Background: an optimization exercise with open tools, aiming at small area and a short achievable clock period. Do not read the settings as production practice.
Power is estimated from default activity; no workload was simulated.

==> inputs of try-ember <==
## alu_design
module alu_design #(parameter W = 16, parameter N = 4) (
  clock, reset, CE, INP_valid, MODE, CMD, OPA, OPB, CIN, ERR, RES, OV, COUT, G, L, E);
  input clock;
  input reset;
  input CE;
  input [1:0] INP_valid;
  input MODE;
  input [N-1:0] CMD;
  input [W-1:0] OPA;
  input [W-1:0] OPB;
  input CIN;
  output reg ERR;
  output reg [2*W-1:0] RES;
  output reg OV;
  output reg COUT;
  output reg G;
  output reg L;
  output reg E;
wire i_v01 = (INP_valid == 2'b01);
wire i_v11 = (INP_valid == 2'b11);
wire i_rol  = ~MODE & i_v11 & (CMD == 4'b1100);
wire i_ror  = ~MODE & i_v11 & (CMD == 4'b1101);
wire i_shra = ~MODE & i_v01 & (CMD == 4'b1000);
wire i_shla = ~MODE & i_v01 & (CMD == 4'b1001);
wire i_mul  = MODE & i_v11 & ((CMD == 4'b1001) | (CMD == 4'b1010));
wire i_rotbad = |OPB[W-1:5];
wire i_rot  = (i_rol | i_ror) & ~i_rotbad;
wire i_oneh = i_rot | i_shra | i_shla;
wire [3:0] i_k = i_rol ? OPB[3:0] : i_ror ? (4'd0 - OPB[3:0]) : i_shla ? 4'd1 : 4'd15;
wire [W-1:0] i_b = i_oneh ? (16'd1 << i_k) : OPB;
reg i_err;
always @(*) begin
  i_err = 1'b1;
  if (MODE) begin
    case (INP_valid)
      2'b01: i_err = ~((CMD == 4'b0100) | (CMD == 4'b0101));
      2'b10: i_err = ~((CMD == 4'b0110) | (CMD == 4'b0111));
      2'b11: i_err = (CMD > 4'b1100) | (CMD[3:2] == 2'b01);
      default: i_err = 1'b1;
    endcase
  end else begin
    case (INP_valid)
      2'b01: i_err = ~((CMD == 4'b0110) | (CMD == 4'b1000) | (CMD == 4'b1001));
      2'b10: i_err = ~((CMD == 4'b0111) | (CMD == 4'b1010) | (CMD == 4'b1011));
      2'b11: i_err = ~((CMD <= 4'b0101) | (((CMD == 4'b1100) | (CMD == 4'b1101)) & ~i_rotbad));
      default: i_err = 1'b1;
    endcase
  end
end
localparam KL = 8;     
localparam KH = 27;    
reg [W-1:0] na_r, nb_r;
  ...
==> flow/config.mk <==
export PLATFORM = sky130hd
export DESIGN_NAME = alu_design
export DESIGN_NICKNAME = alu_design
export VERILOG_FILES = /design/flow/design.v
export SDC_FILE = /design/flow/constraint.sdc
export NUM_CORES = 4
export LEC_CHECK = 0
export CAP_MARGIN = 20
export CORE_MARGIN = 2
export CORE_UTILIZATION = 65
export PLACE_DENSITY = 0.75
export SETUP_SLACK_MARGIN = 2.5
export SLEW_MARGIN = 20
==> flow/constraint.sdc <==
create_clock -name core_clock -period 8.3 [get_ports {clock}]
set_input_delay 1.6600 -clock core_clock [delete_from_list [all_inputs] [get_ports {clock}]]
set_output_delay 1.6600 -clock core_clock [all_outputs]
set_load 0.01 [all_outputs]
run.sh (not shown) runs the stock make flow with config.mk's settings and CLKGATE_MAP_FILE= SYNTH_SCRIPT=/design/flow/synth_recipe.tcl, a recipe that flattens the netlist after the stock synthesis.
==> inputs of try-xenon, as changes to try-ember <==
--- a/flow/design.v
+++ b/flow/design.v
@@ -50,26 +50,30 @@
 localparam KL = 8;     
 localparam KH = 27;    
 reg [W-1:0] na_r, nb_r;
 reg [N-1:0] cmd_r;
 reg [1:0] valid_r;
 reg mode_r, cin_r;
 reg mul_r, err_r;
 always @(posedge clock or posedge reset) begin
-  if (reset)
+  if (reset) begin
+    na_r    <= 0;
+    nb_r    <= 0;
+    cmd_r   <= 0;
     valid_r <= 0;
-  else if (CE)
-    valid_r <= INP_valid;
-end
-always @(posedge clock) begin
-  if (CE) begin
+    mode_r  <= 0;
+    cin_r   <= 0;
+    mul_r   <= 0;
+    err_r   <= 0;
+  end else if (CE) begin
     na_r    <= ~OPA;
     nb_r    <= ~i_b;
     cmd_r   <= CMD;
+    valid_r <= INP_valid;
     mode_r  <= MODE;
     cin_r   <= CIN;
     mul_r   <= i_mul | i_oneh;
     err_r   <= i_err;
   end
 end
 wire [W-1:0] opa_r = ~na_r;
 wire [W-1:0] opb_r = ~nb_r;
@@ -991,41 +995,42 @@
 wire l_comb = cmp_sel & lt;
 wire g_comb = cmp_sel & ~eq & ~lt;
 reg [KL-1:0] s_lo;
 reg        s_cl;
 reg [KH-KL-1:0] s_mx, s_my;
 reg [2*W-KH-1:0] s_hi;
 reg q_lo, q_hi, q_sh, q_16, q_up, q_sx, q_co, q_ovu, q_ovs;
 reg q_g, q_l, q_e, q_err;
-always @(posedge clock) begin
-  if (CE) begin
-    s_lo  <= lo_sum[KL-1:0];
-    s_cl  <= lo_sum[KL];
-    s_mx  <= tx[KH-1:KL];
-    s_my  <= ty[KH-1:KL];
-    s_hi  <= hi_sum;
-  end
-end
 always @(posedge clock or posedge reset) begin
   if (reset) begin
+    s_lo  <= 0;
+    s_cl  <= 0;
+    s_mx  <= 0;
+    s_my  <= 0;
+    s_hi  <= 0;
     q_lo  <= 0;
     q_hi  <= 0;
     q_sh  <= 0;
     q_16  <= 0;
     q_up  <= 0;
     q_sx  <= 0;
     q_co  <= 0;
     q_ovu <= 0;
     q_ovs <= 0;
     q_g   <= 0;
     q_l   <= 0;
     q_e   <= 0;
     q_err <= 0;
   end else if (CE) begin
+    s_lo  <= lo_sum[KL-1:0];
+    s_cl  <= lo_sum[KL];
+    s_mx  <= tx[KH-1:KL];
+    s_my  <= ty[KH-1:KL];
+    s_hi  <= hi_sum;
     q_lo  <= c_lo;
     q_hi  <= c_hi;
     q_sh  <= c_sh;
     q_16  <= c_16;
     q_up  <= c_up;
     q_sx  <= c_sx;
     q_co  <= c_co;
     q_ovu <= c_ovu;
==> flow/config.mk (replaced) <==
export PLATFORM = sky130hd
export DESIGN_NAME = alu_design
export DESIGN_NICKNAME = alu_design
export VERILOG_FILES = /design/flow/design.v
export SDC_FILE = /design/flow/constraint.sdc
export NUM_CORES = 4
export LEC_CHECK = 0
export CAP_MARGIN = 20
export CORE_MARGIN = 2
export CORE_UTILIZATION = 65
export PLACE_DENSITY = 0.75
export SETUP_SLACK_MARGIN = 3.5
export SLEW_MARGIN = 20
==> comparison table <==
Count of nets after finishing: try-xenon 2390; try-ember 2096
Power attributed to the clock group: try-xenon 0.000448 W; try-ember 0.000476 W
Share of the clock period used by the worst path after layout: try-xenon 65.6%; try-ember 67.9%
Maximum number of pins on one net before global-route repair: try-xenon 97; try-ember 64
Outcome: try-xenon finished clean; try-ember finished clean
Tap cell count: try-xenon 324; try-ember 319
Total power of the final layout: try-xenon 0.00388 W; try-ember 0.00403 W
Worst-case headroom to the max-slew limit: try-xenon 32.7%; try-ember 31.9%
Largest fanout of any net on the critical path: try-xenon 4; try-ember 23
Instance count after placement with tap cells included: try-xenon 2166; try-ember 2025
Total die area: try-xenon 26100 µm²; try-ember 25300 µm²
Total Routed Length: try-xenon 58400 µm; try-ember 45300 µm
Adder-Cell Fraction of Synth Area: try-xenon 36.9%; try-ember 38.2%
Global-route wire length before repair: try-xenon 85200 µm; try-ember 71400 µm
RSZ-0062 raised after global routing: try-xenon yes; try-ember no
Synthesized-area fraction occupied by xor and xnor cells: try-xenon 2.82%; try-ember 2.75%
Max rail drop VDD: try-xenon 0.000290 V; try-ember 0.000163 V
No run of this note included a check of the RTL's function; only the layout flow was run.

==> separate check: timing with driven ports <==
The results above use ideal ports. As a check the final layouts listed here were re-extracted and re-timed, cells and wires unchanged.
Step 1 (the two cells are an assumption about what drives the block):
set clk [get_ports {clock}]
set_driving_cell -lib_cell sky130_fd_sc_hd__clkbuf_16 $clk
set_driving_cell -lib_cell sky130_fd_sc_hd__buf_2 [delete_from_list [all_inputs] $clk]
Step 2 times the ports against the registers' clock, not the clock port: input delays grow and output delays shrink by t, the midpoint of the rising clock arrivals with the driver on.
a / b / c = ideal ports / drivers / drivers and shift; a / b = the first two.
run	t (ns)	slack for setup (ns)	cell pins on the clock port's net
try-ember	0.412	2.663 / 2.663 / 2.663	1
try-xenon	0.413	2.855 / 2.803 / 3.216	1
After both steps every run listed still meets setup and hold.
